This is an optimization exercise on Yosys and OpenROAD, whose aim is small area and a short achievable clock period, not a production implementation. No functional check of the RTL was part of any run shown here. Power and IR drop assume default switching activity.

==> flow/design.v <==
`timescale 1ns / 1ps
module mod (
    input logic clk,
    input logic reset,
    input logic [15:0] samp,
    output logic pull,
    output logic pdata
);
    localparam logic [39:0] TH = 40'h00014CCCCC;
    logic [7:0]  cnt;
    logic [15:0] sv;
    logic [39:2] xb;
    logic [39:8] pb;
    logic [0:0] q;
    logic [2:1] cx, cx_n;
    logic [2:1] cp, cp_n;
    wire [39:0] xt = {xb, 2'b00} + ({39'd0, cx[1]} << 15) + ({39'd0, cx[2]} << 28);
    wire c0 = (xt >= TH) && !xt[39];
    wire c1 = (xt >= (TH << 1)) && (xt < (40'h8000000000 + TH));
    wire s1 = xb[8] ^ pb[8] ^ q[0];
    wire c2 = (xb[8] & pb[8]) | (xb[8] & q[0]) | (pb[8] & q[0]);
    wire s3 = xb[9] ^ pb[9] ^ q[0];
    wire c4 = (xb[9] & pb[9]) | (xb[9] & q[0]) | (pb[9] & q[0]);
    wire s5 = xb[10] ^ pb[10];
    wire c6 = xb[10] & pb[10];
    wire s7 = xb[11] ^ pb[11];
    wire c8 = xb[11] & pb[11];
    wire s9 = xb[12] ^ pb[12] ^ q[0];
    wire c10 = (xb[12] & pb[12]) | (xb[12] & q[0]) | (pb[12] & q[0]);
    wire s11 = xb[13] ^ pb[13] ^ q[0];
    wire c12 = (xb[13] & pb[13]) | (xb[13] & q[0]) | (pb[13] & q[0]);
    wire s13 = xb[14] ^ pb[14];
    wire c14 = xb[14] & pb[14];
    wire s15 = xb[15] ^ pb[15] ^ cp[1];
    wire c16 = (xb[15] & pb[15]) | (xb[15] & cp[1]) | (pb[15] & cp[1]);
    wire s17 = xb[16] ^ pb[16] ^ q[0];
    wire c18 = (xb[16] & pb[16]) | (xb[16] & q[0]) | (pb[16] & q[0]);
    wire s19 = xb[17] ^ pb[17] ^ q[0];
    wire c20 = (xb[17] & pb[17]) | (xb[17] & q[0]) | (pb[17] & q[0]);
    wire s21 = xb[18] ^ pb[18];
    wire c22 = xb[18] & pb[18];
    wire s23 = xb[19] ^ pb[19];
    wire c24 = xb[19] & pb[19];
    wire s25 = xb[20] ^ pb[20] ^ q[0];
    wire c26 = (xb[20] & pb[20]) | (xb[20] & q[0]) | (pb[20] & q[0]);
    wire s27 = xb[21] ^ pb[21] ^ q[0];
    wire c28 = (xb[21] & pb[21]) | (xb[21] & q[0]) | (pb[21] & q[0]);
    wire s29 = xb[22] ^ pb[22];
    wire c30 = xb[22] & pb[22];
    wire s31 = xb[23] ^ pb[23] ^ q[0];
    wire c32 = (xb[23] & pb[23]) | (xb[23] & q[0]) | (pb[23] & q[0]);
    wire s33 = xb[24] ^ pb[24] ^ q[0];
    wire c34 = (xb[24] & pb[24]) | (xb[24] & q[0]) | (pb[24] & q[0]);
    wire s35 = xb[25] ^ pb[25] ^ cp[2];
    wire c36 = (xb[25] & pb[25]) | (xb[25] & cp[2]) | (pb[25] & cp[2]);
    wire s37 = xb[26] ^ pb[26] ^ q[0];
    wire c38 = (xb[26] & pb[26]) | (xb[26] & q[0]) | (pb[26] & q[0]);
    wire s39 = xb[27] ^ pb[27] ^ q[0];
    wire c40 = (xb[27] & pb[27]) | (xb[27] & q[0]) | (pb[27] & q[0]);
    wire s41 = xb[28] ^ pb[28] ^ q[0];
    wire c42 = (xb[28] & pb[28]) | (xb[28] & q[0]) | (pb[28] & q[0]);
    wire s43 = xb[29] ^ pb[29] ^ q[0];
    wire c44 = (xb[29] & pb[29]) | (xb[29] & q[0]) | (pb[29] & q[0]);
    wire s45 = xb[30] ^ pb[30] ^ q[0];
    wire c46 = (xb[30] & pb[30]) | (xb[30] & q[0]) | (pb[30] & q[0]);
    wire s47 = xb[31] ^ pb[31] ^ q[0];
    wire c48 = (xb[31] & pb[31]) | (xb[31] & q[0]) | (pb[31] & q[0]);
    wire s49 = xb[32] ^ pb[32] ^ q[0];
    wire c50 = (xb[32] & pb[32]) | (xb[32] & q[0]) | (pb[32] & q[0]);
    wire s51 = xb[33] ^ pb[33] ^ q[0];
    wire c52 = (xb[33] & pb[33]) | (xb[33] & q[0]) | (pb[33] & q[0]);
    wire s53 = xb[34] ^ pb[34] ^ q[0];
    wire c54 = (xb[34] & pb[34]) | (xb[34] & q[0]) | (pb[34] & q[0]);
    wire s55 = xb[35] ^ pb[35] ^ q[0];
    wire c56 = (xb[35] & pb[35]) | (xb[35] & q[0]) | (pb[35] & q[0]);
    wire s57 = xb[36] ^ pb[36] ^ q[0];
    wire c58 = (xb[36] & pb[36]) | (xb[36] & q[0]) | (pb[36] & q[0]);
    wire s59 = xb[37] ^ pb[37] ^ q[0];
    wire c60 = (xb[37] & pb[37]) | (xb[37] & q[0]) | (pb[37] & q[0]);
    wire s61 = xb[38] ^ pb[38] ^ q[0];
    wire c62 = (xb[38] & pb[38]) | (xb[38] & q[0]) | (pb[38] & q[0]);
    wire s63 = xb[39] ^ pb[39] ^ q[0];
    wire c64 = (xb[39] & pb[39]) | (xb[39] & q[0]) | (pb[39] & q[0]);
    wire [13:0] xs65 = {1'b0, s13, s11, s9, s7, s5, s3, s1, xb[7], xb[6], xb[5], xb[4], xb[3], xb[2]} + {1'b0, c12, c10, c8, c6, c4, c2, 1'b0, 1'b0, 1'b0, q[0], q[0], 1'b0, q[0]} + 14'(1'b0);
    assign cx_n[1] = xs65[13];
    wire [13:0] xs66 = {1'b0, s39, s37, s35, s33, s31, s29, s27, s25, s23, s21, s19, s17, s15} + {1'b0, c38, c36, c34, c32, c30, c28, c26, c24, c22, c20, c18, c16, c14} + 14'(cx[1]);
    assign cx_n[2] = xs66[13];
    wire [12:0] xs67 = {1'b0, s63, s61, s59, s57, s55, s53, s51, s49, s47, s45, s43, s41} + {1'b0, c62, c60, c58, c56, c54, c52, c50, c48, c46, c44, c42, c40} + 13'(cx[2]);
    wire [7:0] ps68 = {1'b0, pb[14], pb[13], pb[12], pb[11], pb[10], pb[9], pb[8]} + {1'b0, sv[6], sv[5], sv[4], sv[3], sv[2], sv[1], sv[0]} + 8'(1'b0);
    assign cp_n[1] = ps68[7];
    wire [10:0] ps69 = {1'b0, pb[24], pb[23], pb[22], pb[21], pb[20], pb[19], pb[18], pb[17], pb[16], pb[15]} + {1'b0, q[0], sv[15], sv[14], sv[13], sv[12], sv[11], sv[10], sv[9], sv[8], sv[7]} + 11'(cp[1]);
    assign cp_n[2] = ps69[10];
    wire [15:0] ps70 = {1'b0, pb[39], pb[38], pb[37], pb[36], pb[35], pb[34], pb[33], pb[32], pb[31], pb[30], pb[29], pb[28], pb[27], pb[26], pb[25]} + {1'b0, q[0], q[0], q[0], q[0], q[0], q[0], q[0], q[0], q[0], q[0], q[0], q[0], q[0], q[0], q[0]} + 16'(cp[2]);
    wire [39:2] xb_n = {xs67[11], xs67[10], xs67[9], xs67[8], xs67[7], xs67[6], xs67[5], xs67[4], xs67[3], xs67[2], xs67[1], xs67[0], xs66[12], xs66[11], xs66[10], xs66[9], xs66[8], xs66[7], xs66[6], xs66[5], xs66[4], xs66[3], xs66[2], xs66[1], xs66[0], xs65[12], xs65[11], xs65[10], xs65[9], xs65[8], xs65[7], xs65[6], xs65[5], xs65[4], xs65[3], xs65[2], xs65[1], xs65[0]};
    wire [39:8] pb_n = {ps70[14], ps70[13], ps70[12], ps70[11], ps70[10], ps70[9], ps70[8], ps70[7], ps70[6], ps70[5], ps70[4], ps70[3], ps70[2], ps70[1], ps70[0], ps69[9], ps69[8], ps69[7], ps69[6], ps69[5], ps69[4], ps69[3], ps69[2], ps69[1], ps69[0], ps68[6], ps68[5], ps68[4], ps68[3], ps68[2], ps68[1], ps68[0]};
    always_ff @(posedge clk or posedge reset) begin
        if (reset) begin
            cnt <= 8'hFF;
            sv  <= '0;
            xb  <= '0;
            pb  <= '0;
            q   <= '0;
            cx  <= '0;
            cp  <= '0;
        end else begin
            cnt <= cnt + 8'd1;
            if (cnt == 8'hFF) sv <= samp;
            xb  <= xb_n;
            pb  <= pb_n;
            cx  <= cx_n;
            cp  <= cp_n;
            q[0] <= q[0] ? c1 : c0;
        end
    end
    assign pull  = (cnt == 8'hFF);
    assign pdata = q[0];
endmodule
==> flow/run.sh <==
#!/bin/bash
# synth_recipe.tcl (not shown) runs the flow's synth.tcl, then flattens the netlist and writes it again
# the make line also repeats each setting of config.mk as NAME=value (left out here)
make -C /OpenROAD-flow-scripts/flow DESIGN_CONFIG=/design/flow/config.mk WORK_HOME=/design/flow/orfs CLKGATE_MAP_FILE= SYNTH_SCRIPT=/design/flow/synth_recipe.tcl finish
==> flow/config.mk <==
export PLATFORM = sky130hd
export DESIGN_NAME = mod
export DESIGN_NICKNAME = mod
export VERILOG_FILES = /design/flow/design.v
export SDC_FILE = /design/flow/constraint.sdc
export NUM_CORES = 4
export LEC_CHECK = 0
export CAP_MARGIN = 20
export CORE_MARGIN = 2
export CORE_UTILIZATION = 40
export SETUP_SLACK_MARGIN = 2.5
export SLEW_MARGIN = 20
==> flow/constraint.sdc <==
create_clock -name core_clock -period 5.2 [get_ports {clk}]
set_input_delay 1.0400 -clock core_clock [delete_from_list [all_inputs] [get_ports {clk}]]
set_output_delay 1.0400 -clock core_clock [all_outputs]
set_load 0.01 [all_outputs]
==> summary.txt, run 1 <==
* Status: no timing/DRC/antenna violations
* Clk latency of the worst-skew pair at 360 ps
* Vias at ~5000
* Cell Int Power at 1.17 mW
* Grt ovf at 0
* DRC Markers at 0
* DRT antenna net count at 0
* GR Layer Usage met1 at 0.223
* Crit Path Category: reg -> reg
* Row cnt at 47
* Min Tclk post-route at just under 3000 ps
* Pleak at ~3.4 nW
* Iteration-0 DRC count of the detailed router at 281
* Synth Warn # at 1
* Die area at approximately 18000 um^2
* Top-Level Pins at 20
* Pin count of the biggest net entering global routing at 62
* Area grow syn2layout at 20.7%
* Slowest CP cell: fa_1
* Yosys top cell by area: dfrtp_1
* Final #Nets at 852
* Die Ht at 134 um
* Worst path max stage delay at ~500 ps
* Net Switching at 0.364 mW
* CP arrival at approximately 3200 ps
* Crit-path cells: fa_1 -> fa_2 -> fa_2 -> a21o_1 -> a21oi_2 -> nor2b_2 -> o211ai_1 -> nand2_1 -> a41oi_2 -> nor2b_4 -> xnor2_1
* HP Class: reg -> reg
* Setup slack, reg-to-reg at around 2200 ps
* RSZ-0062 raised after global routing: true
* Top FF cell, synth: dfrtp_1
* Fin. Hold Viols at 0
* CTS tree: built
* Wirelength, routed at ~14 mm
* Flops & latches, synth at ~100
* DP HPWL at ~10 mm
* # H-tree levels at 3
* RD Place Congestion at 0.864
* Crit end category: flip-flop
* Pre-CTS setup slack at approximately 1700 ps
* N_diodes at 0
* Delay-heaviest family, CP: adder cells
* Worst path bufs/invs at 0
* Top cells by area, synth: dfrtp_1 (34%), ha_1 (13%), fa_1 (10%)
* Num CTS Buffers at 9
* GRT Overall Usage at 0.167
* Root Driver: clkbuf_16
* Post-synth ARST share at 1.00
* # clock sinks at 99
* Met2 Use GR at 0.277
* Vias in the first global route at a little over 5000
* Clock transition at path regs at approximately 80 ps
* Syn_nets at approximately 790
* Fmax at between 300 and 400 MHz
* Die X at between 100 and 150 um
* Met3 usage at 0.0265
* Grt peak-use layer: met2
* Vias per cell at 5.25
* Most frequent cells in the layout: dfrtp_1 (90), nand2_1 (80), ha_1 (67)
* Sw frac at 0.237
* MaxCap Viol Count at 0
* Worst setup SP type: flip-flop
* First-pass DRT Iterations at 4
* Synth Cell Area at approximately 6800 um^2
* PortBufs at 19
* Core Box Area at around 17000 um^2
* Initial Utilization at 0.409
* Power per Cell Area at between 150 and 200 nW/um^2
* Cells after synthesis at between 600 and 700
* Combinational share of power at 0.019
* Actual slew at the worst max-slew pin at 770 ps
* Buffer depth of the longest clock path at 2
* Initial antenna violation count at 0
* Finished Core Util at 0.493
* Final setup skew at 7.20 ps
* Finish-stage setup viols at 0
* Seq pwr share at 0.500
* Fillcell total at about 1400
* Req. time, crit path at 5480 ps
* Commonest non-fill, non-tap cell in the layout: dfrtp_1
* Slew Limit Fails at 0
* Max transition margin at 0.487
* Cts-stage hold buffer count at 0
* Post-synth EDFFs at 0
* Crit Path Max Fanout at 2
* Tcrit/Tclk final at 0.570
* Final worst setup slack at 2240 ps
* Wire length per cell at 14.9 um
* VDD IR max at 0.000156 V
* Netlist cell types at between 50 and 60
* Final setup TNS at 0 ps
* Syn_area_per_cell at around 10 um^2
* Top-area cell type share of the netlist area at 0.337
* Post-synthesis sequential area ratio at 0.368
* Power share of the clock group at 0.481
* First-pass GRT wire length at 24.3 mm
* Fraction of layout instances using a drive strength above 1 at 0.187
* Cell mode on critical path: fa_2
[worst reg2reg max path, stage by stage, from the launching register on]
cell	delay, ps
dfrtp_1	410
fa_1	500
fa_2	370
fa_2	380
a21o_1	180
a21oi_2	160
nor2b_2	60
o211ai_1	160
nand2_1	120
a41oi_2	210
nor2b_4	190
xnor2_1	130
[metal layers]
layer | wire, um | share of wire
met1 | 6680 | 0.47
met5 | 0 | 0
met2 | 6930 | 0.49
met4 | 267 | 0.019
met3 | 341 | 0.024
[power by group through the flow]
stage	registers, mW	clock network (mW)	logic [mW]
finish	0.769	0.739	0.0289
global route	0.769	0.788	0.0336
CTS	0.769	0.756	0.0306
detailed placement	0.785	0	0.0306
global placement	0.785	0	0.0303
floorplan	0.785	0	0.0114
[area by class of cell]
class                           count  area, um^2  share of cell area
Clock buffer                        9         225              0.0276
Clock inverter                      7         104              0.0127
Inverter                           41         161              0.0198
Multi-Input combinational cell    516        4320               0.530
Sequential cell                    99        2490               0.306
Tap cell                          220         275              0.0338
Timing Repair Buffer               62         578              0.0709
[metrics by stage]
stage / std cells / hold WS [ps] / instance area [um^2] / power [mW]
after floorplan: 665 / 433 / 6810 / 0.796
after CTS: 931 / 465 / 7780 / 1.56
final: 954 / 463 / 8150 / 1.54
after detailed placement: 899 / 444 / 7260 / 0.815
after global placement: 899 / 442 / 7260 / 0.815
after global routing: 954 / 494 / 8150 / 1.59
[flip-flops by register name, summed over array words and instances (netlist names)]
| name | cells |
|---|---|
| xb | 38 |
| pb | 32 |
| sv | 16 |
| cnt | 8 |
| cp | 2 |
| cx | 2 |
| q | 1 |
[synthesized netlist by cell type (2+ instances only)]
master / number
dfrtp_1: 91
a21o_1: 14
nand4_1: 8
nor4_1: 3
and2_1: 3
fa_1: 34
xor2_1: 21
a21oi_1: 44
ha_1: 71
o211ai_1: 6
and4_1: 2
nor2_1: 33
nand2_1: 80
o221ai_1: 2
nand2b_1: 4
o31a_1: 3
xnor2_1: 51
or2_2: 4
and3_4: 2
dfstp_2: 8
a31o_2: 4
a41oi_1: 2
a311o_1: 2
a211oi_1: 5
o21bai_1: 9
nor3_1: 15
or3_1: 5
o21ai_0: 23
o31ai_1: 3
inv_1: 41
buf_2: 3
a21boi_0: 2
o2111ai_1: 2
clkbuf_1: 5
o21a_1: 7
a31oi_1: 6
nand3_1: 18
nor2b_1: 12
[logic make-up (layout without fill, tap and decap cells)]
family,Yosys count,after routing,share of synthesized area
AOI/OAI and AO/OA,144,144,0.140
xor gates and xnor gates,72,72,0.0934
adders and majority gates,105,105,0.232
buffers and inverters,50,119,0.0295
DFF,99,99,0.368
muxes,1,1,0.00148
and+or+nand+nor,194,194,0.135
[path summary, 6_finish.rpt]
| check | start | end | cells after the start |
|---|---|---|---|
| min in group asynchronous | reset | xb[39] | 3 |
| min | cnt[0] | cnt[0] | 1 |
| max | xb[15] | xb[25] | 11 |
| max in group asynchronous | reset | q | 3 |
| max reg2reg | xb[15] | xb[25] | 11 |
| min reg2reg | cnt[0] | cnt[0] | 1 |
[what timing repair did]
| item | in CTS | in global routing |
|---|---|---|
| pin swaps | 20 | 49 |
| resized for setup | 26 | 43 |
| setup endpoints to repair | 27 | 20 |
| buffers inserted | 16 | 22 |
| endpoints found under the hold margin | 0 | 0 |
| cloned | 0 | 1 |
==> run 2: changes to the inputs <==
--- a/flow/config.mk
+++ b/flow/config.mk
@@ -7,2 +7,3 @@
 export LEC_CHECK = 0
+export ABC_AREA = 1
 export CAP_MARGIN = 20
==> summary.txt, run 2 <==
* Worst setup SP type: flip-flop (unchanged)
* Clock transition at path regs at 80 ps (about the same)
* DRC Markers at 0 (unchanged)
* MaxCap Viol Count at 0 (unchanged)
* Most common cell in the netlist: nand2_1 (was dfrtp_1)
* Crit end category: output pin (was flip-flop)
* Buffer depth of the longest clock path at 2 (unchanged)
* DRT antenna net count at 0 (unchanged)
* Finish-stage setup viols at 0 (unchanged)
* Wirelength, routed at 14.1 mm (was 14.2 mm)
* N_diodes at 0 (unchanged)
* Depth of the worst hold-timing path at 2 (was 1)
* Max transition margin at 0.367 (was 0.487)
* Crit Path Category: reg -> out (was reg -> reg)
* Fillcell total at 1571 (was 1433)
* Power per Cell Area at 174 nW/um^2 (was 189 nW/um^2)
* First-pass GRT wire length at 23.9 mm (was 24.3 mm)
* Syn_area_per_cell at 8.93 um^2 (was 10.2 um^2)
* Post-synthesis sequential area ratio at 0.354 (was 0.368)
* Slew Limit Fails at 0 (unchanged)
* Crit Path Max Fanout at 2 (unchanged)
* Cells after synthesis at 788 (was 665)
* Netlist cell types at 39 (was 55)
* Fraction of layout instances using a drive strength above 1 at 0.161 (was 0.187)
* CTS tree: built (unchanged)
* Status: no timing/DRC/antenna violations (unchanged)
* Area grow syn2layout at 20.7% (about the same)
* Min Tclk post-route at 2880 ps (was 2960 ps)
* Die X at 137 um (was 134 um)
* Cell Area, Placed at 7610 um^2 (was 7260 um^2)
* Commonest cells post-synth: nand2_1 (180), dfrtp_1 (91), inv_1 (88) (was dfrtp_1 (91), nand2_1 (80), ha_1 (71))
* HP Class: reg -> reg (unchanged)
* Actual slew at the worst max-slew pin at 948 ps (was 770 ps)
* Iteration-0 DRC count of the detailed router at 181 (was 281)
* Synth Cell Area at 7040 um^2 (was 6750 um^2)
* Post-synth EDFFs at 0 (unchanged)
* RD Place Congestion at 0.816 (was 0.864)
* Yosys top cell by area: dfrtp_1 (unchanged)
* Die Ht at 137 um (was 134 um)
* Reg area at 2490 um^2 (unchanged)
* Tcrit/Tclk final at 0.554 (was 0.570)
* DP HPWL at 10.2 mm (was 9.93 mm)
* Root Driver: clkbuf_16 (unchanged)
* Final #Nets at 983 (was 852)
* Fin. Hold Viols at 0 (unchanged)
* Num CTS Buffers at 9 (unchanged)
* Post-synth ARST share at 1.00 (unchanged)
* Core Box Area at 17200 um^2 (was 16500 um^2)
* Final Instance Area at 8490 um^2 (was 8150 um^2)
* Wire length per cell at 12.9 um (was 14.9 um)
* GRT Overall Usage at 0.164 (was 0.167)
* R2R depth at 21 (was 11)
* RSZ-0062 raised after global routing: true (unchanged)
* Final setup TNS at 0 ps (unchanged)
* CP arrival at 1840 ps (was 3240 ps)
* Finished Core Util at 0.493 (about the same)
* Grt ovf at 0 (unchanged)
* Flops & latches, synth at 99 (unchanged)
* Pin count of the biggest net entering global routing at 44 (was 62)
* Fmax at 347 MHz (was 338 MHz)
* Top Registers: xb (38), pb (32), sv (16) (unchanged)
* Most frequent cells in the layout: nand2_1 (170), dfrtp_1 (90), inv_1 (86) (was dfrtp_1 (90), nand2_1 (80), ha_1 (67))
* Cts-stage hold buffer count at 0 (unchanged)
* Largest register FFs at 38 (unchanged)
* Synth Warn # at 1 (unchanged)
* Row cnt at 48 (was 47)
* Die area at 18700 um^2 (was 17900 um^2)
* Syn_nets at 911 (was 788)
* Total Power at 1.48 mW (was 1.54 mW)
* Clk latency of the worst-skew pair at 370 ps (was 360 ps)
* Req. time, crit path at 4160 ps (was 5480 ps)
* Vias per cell at 4.77 (was 5.25)
* Multi-input gate area at 4420 um^2 (was 4320 um^2)
* First-pass DRT Iterations at 4 (unchanged)
* Initial Utilization at 0.408 (was 0.409)
* Register bank with the most flops: xb (unchanged)
* Final setup skew at 11.2 ps (was 7.20 ps)
* Pleak at 3.95 nW (was 3.37 nW)
* Vias at 5197 (was 5013)
* Top-Level Pins at 20 (unchanged)
* Commonest non-fill, non-tap cell in the layout: nand2_1 (was dfrtp_1)
* # H-tree levels at 3 (unchanged)
* Vias in the first global route at 5063 (was 5175)
* Top FF cell, synth: dfrtp_1 (unchanged)
* Initial antenna violation count at 0 (unchanged)
* VDD IR max at 0.000147 V (was 0.000156 V)
* # clock sinks at 99 (unchanged)
* PortBufs at 19 (unchanged)
* Top cells by area, synth: dfrtp_1 (32%), ha_1 (13%), fa_1 (9.7%) (was dfrtp_1 (34%), ha_1 (13%), fa_1 (10%))
* Top-area cell type share of the netlist area at 0.324 (was 0.337)
==> run 2: cell count changes in the layout (fill, tap and decap cells not counted), sizes merged, moves of 6 or more <==
cell    before  now
xnor2       51   20
nor2b       12    0
a21o        14    3
nand3       18   38
inv         42   93
a21oi       44   54
nor2        33   52
xor2        21   54
nand2       80  192
a211oi       6    0
o21a         7    1
==> run 2: repair_timing <==
item / 4_1_cts / 5_1_grt
gates resized for setup: 12 / 55
setup endpoints to repair: 31 / 20
gates cloned: 1 / 1
pin swaps: 2 / 16
setup buffers: 21 / 18
==> run 2: area by class of cell <==
| cell class | count | share of cell area |
|---|---|---|
| Multi-Input combinational cell | 594 | 0.521 |
| Sequential cell | 99 | 0.293 |
| Timing Repair Buffer | 64 | 0.0762 |
| Inverter | 92 | 0.0417 |
| Tap cell | 225 | 0.0332 |
| Clock buffer | 10 | 0.0282 |
| Clock inverter | 6 | 0.00634 |
==> run 2: metrics by stage <==
step / std cells / hold WS, ps / worst slack [ps]
6_report: 1090 / 484 / 2320
5_1_grt: 1090 / 504 / 2250
4_1_cts: 1071 / 489 / 2270
3_5_place_dp: 1033 / 439 / 1910
3_3_place_gp: 1033 / 437 / 1980
2_1_floorplan: 788 / 425 / 2160
==> run 2: kinds of logic after synthesis <==
family | share of synthesized area
and+or+nand+nor | 0.192
AOI/OAI and AO/OA | 0.0884
adders and majority gates | 0.223
DFF | 0.354
buffers and inverters | 0.0510
xor gates and xnor gates | 0.0921
==> run 2: worst paths after layout <==
kind,from,to,slack [ps]
max in group asynchronous,reset,cnt[0],3020
worst min-delay path,sv[10],sv[10],480
min in group asynchronous,reset,xb[16],1240
worst max-delay path,cnt[1],pull,2320
worst min register to register,sv[10],sv[10],480
worst max register to register,cnt[1],sv[12],2420
==> run 2: power breakdown <==
group / total, mW / leakage, nW / switching, mW / internal (mW)
sequential: 0.770 / 1.12 / 0 / 0.770
clock: 0.676 / 0.147 / 0.328 / 0.348
combinational: 0.0299 / 2.69 / 0.0176 / 0.0122
==> run 2: critical path, stage by stage, from the launching register on <==
cell      delay [ps]
dfstp_2          560
ha_4             150
nand3_4           50
nand3b_1         250
nor3_4           220
buf_6            150
buf_6             90
==> run 2: metal layers <==
metal | global-route usage | vias to the layer above | share of wire
met2 | 0.250 | 60 | 0.44
met5 | 0 | - | 0
met1 | 0.237 | 2395 | 0.52
met4 | 0.0579 | 0 | 0.016
met3 | 0.0252 | 14 | 0.028
li1 | - | 2728 | -

==> port drivers added, routing unchanged <==
How much do the figures lean on ideal ports? The routed layouts below were timed once more, with nothing changed but the port constraints.
Step 1 (the two cells are an assumption about what drives the block):
set clk [get_ports {clk}]
set_driving_cell -lib_cell sky130_fd_sc_hd__clkbuf_16 $clk
set_driving_cell -lib_cell sky130_fd_sc_hd__buf_2 [delete_from_list [all_inputs] $clk]
Step 2 also shifts input and output timing later by t, the mid clock arrival at the registers, as if the neighbouring blocks saw the same clock.
Three values: ideal, step 1, step 2; two values: the first two.
run | shift t [ns] | slack for setup (ns) | hold slack, ns | worst data-port slew with drivers (ns)
run 1 | 0.400 | 2.237 / 2.237 / 2.237 | 0.463 / 0.463 / 0.463 | 0.04
run 2 | 0.401 | 2.321 / 2.275 / 2.422 | 0.484 / 0.484 / 0.484 | 0.03
After both steps setup and hold are still met in every run listed.
